This is an optimization exercise on Yosys and OpenROAD, whose aim is small area, not a production implementation.
Function was checked by simulation only, so behaviour that the tests miss may differ from the original.
Power figures rest on the tool's default switching activity, not on a simulated workload.

==> flow/design.v (excerpt) <==
module ospi_flash(
    input wire clk,
    output wire [7:0] OSPI_IO_out,
    output wire OSPI_IO_oe,
    input wire OSPI_CS,
    input wire reset_n,
    input wire write_enable,
    input wire read_enable,
    input wire erase_enable,
    input wire [7:0] data_in,
    input wire [23:0] address,
    output reg [7:0] data_out,
    input wire HOLD_N,
    input wire [1:0] mode
);
    reg hold_active;
    reg ph;                        
    reg [7:0] st [0:255];          
    wire [7:0] a = address[7:0];
    wire act = !hold_active && !OSPI_CS;
    wire we  = reset_n && act && (write_enable || erase_enable);
    wire [7:0] wd = we ? ((erase_enable ? 8'hFF : data_in) ^ {8{ph}}) : 8'hFF;
    wire [15:0] pa, pb, pan, pbwn;
    genvar i, j, b;
    generate
        for (i = 0; i < 16; i = i + 1) begin : g_pre
            assign pa[i]   = (a[3:0] == i);
            assign pb[i]   = (a[7:4] == i);
            assign pan[i]  = ~pa[i];
            assign pbwn[i] = ~(we & pb[i]);
        end
    endgenerate
    wire [255:0] sn, w;
    wire [7:0] nx [0:255];
    wire [7:0] hit [0:127];
    generate
        for (j = 0; j < 16; j = j + 1) begin : g_hi
            for (i = 0; i < 16; i = i + 1) begin : g_lo
                localparam integer R = 16 * j + i;
                ospi_nand2 u_sn (.a(pa[i]), .b(pb[j]), .y(sn[R]));
                ospi_nor2  u_w  (.a(pan[i]), .b(pbwn[j]), .y(w[R]));
                for (b = 0; b < 8; b = b + 1) begin : g_bit
                    ospi_oai22 u_nx (.a1(st[R][b]), .a2(w[R]), .b1(wd[b]), .b2(sn[R]), .y(nx[R][b]));
                end
                always @(posedge clk)
                    st[R] <= nx[R];
            end
        end
        for (i = 0; i < 128; i = i + 1) begin : g_pair
            for (b = 0; b < 8; b = b + 1) begin : g_bit
                ospi_oai22 u_hit (.a1(st[2*i][b]), .a2(sn[2*i]), .b1(st[2*i+1][b]), .b2(sn[2*i+1]), .y(hit[i][b]));
            end
        end
    endgenerate
    wire [7:0] l2 [0:7];
    wire [7:0] sel;
    generate
        for (b = 0; b < 8; b = b + 1) begin : g_or
  ...
For scale: about 6,200 cells after synthesis, about 2,100 flip-flops, roughly 58 I/O pins, about 66,000 sq um of cells after synthesis.
==> flow/config.mk <==
export PLATFORM = sky130hd
export DESIGN_NAME = ospi_flash
export DESIGN_NICKNAME = ospi_flash
export VERILOG_FILES = /design/flow/design.v
export SDC_FILE = /design/flow/constraint.sdc
export NUM_CORES = 8
export LEC_CHECK = 0
export CAP_MARGIN = 40
export CORE_MARGIN = 2
export CORE_UTILIZATION = 75
export CTS_BUF_LIST = sky130_fd_sc_hd__clkbuf_16
export CTS_CLUSTER_DIAMETER = 50
export CTS_CLUSTER_SIZE = 20
export PLACE_DENSITY = 0.85
export SLEW_MARGIN = 40
export SYNTH_HIERARCHICAL = 1
export SYNTH_MINIMUM_KEEP_SIZE = 0
==> flow/constraint.sdc <==
create_clock -name core_clock -period 14.0 [get_ports {clk}]
set_input_delay 2.8000 -clock core_clock [delete_from_list [all_inputs] [get_ports {clk}]]
set_output_delay 2.8000 -clock core_clock [all_outputs]
set_load 0.01 [all_outputs]
run.sh (not shown) runs the stock make flow with config.mk's settings and CLKGATE_MAP_FILE= SYNTH_SCRIPT=/design/flow/synth_recipe.tcl, a recipe that flattens the netlist after the stock synthesis.
Rerun with:
--- a/flow/config.mk
+++ b/flow/config.mk
@@ -12,2 +12,2 @@
-export CTS_CLUSTER_DIAMETER = 50
-export CTS_CLUSTER_SIZE = 20
+export CTS_CLUSTER_DIAMETER = 40
+export CTS_CLUSTER_SIZE = 25
After rerunning:
- total power grows by 4.4%
- worst setup slack gets better by 0.050 ns
- cell area is higher by 1.2%
- cell count climbs by 0.99%
- fmax increases by 0.42%
- first-iteration DRC count increases by 3.3%
- via count rises by 0.82%
- count of clock-buffer cells in the layout went up by 20
Rerun with:
--- a/flow/config.mk
+++ b/flow/config.mk
@@ -12,2 +12,2 @@
-export CTS_CLUSTER_DIAMETER = 40
-export CTS_CLUSTER_SIZE = 25
+export CTS_CLUSTER_DIAMETER = 60
+export CTS_CLUSTER_SIZE = 40
The new run passed the timing, DRC and antenna checks. Via count decreases by 1.3%. Cell count decreases by 1.5%. Total power decreases by about 8%. First-iteration DRC count decreases by 3.1%. Wire length decreases by 1.8%.

[separate check: timing with driven ports]
The results above use ideal ports. As a check the final layouts listed here were re-extracted and re-timed, cells and wires unchanged. Step 1: set_driving_cell puts a clkbuf_16 on clk and a buf_2 on each other input, an assumption about the parent block. Step 2 times the ports against the registers' clock, not the clock port: input delays grow and output delays shrink by t, the midpoint of the rising clock arrivals with the driver on. Three values: no drivers, after step 1, after step 2; two values: the first two.
run	t, ns	setup slack, ns	hold slack, ns	worst setup path at the end
the first run	0.845	2.028 / 1.963 / 1.963	0.445 / 0.445 / 0.445	input to output
the second run	0.859	2.078 / 2.010 / 2.010	0.444 / 0.444 / 0.444	input to output
the third run	0.817	2.107 / 2.027 / 2.027	0.448 / 0.448 / 0.448	input to output
After both steps setup and hold are still met in every run listed. For the third run, which loses most, drivers alone change the setup slack by -0.080 ns; drivers and shift together by -0.080 ns.
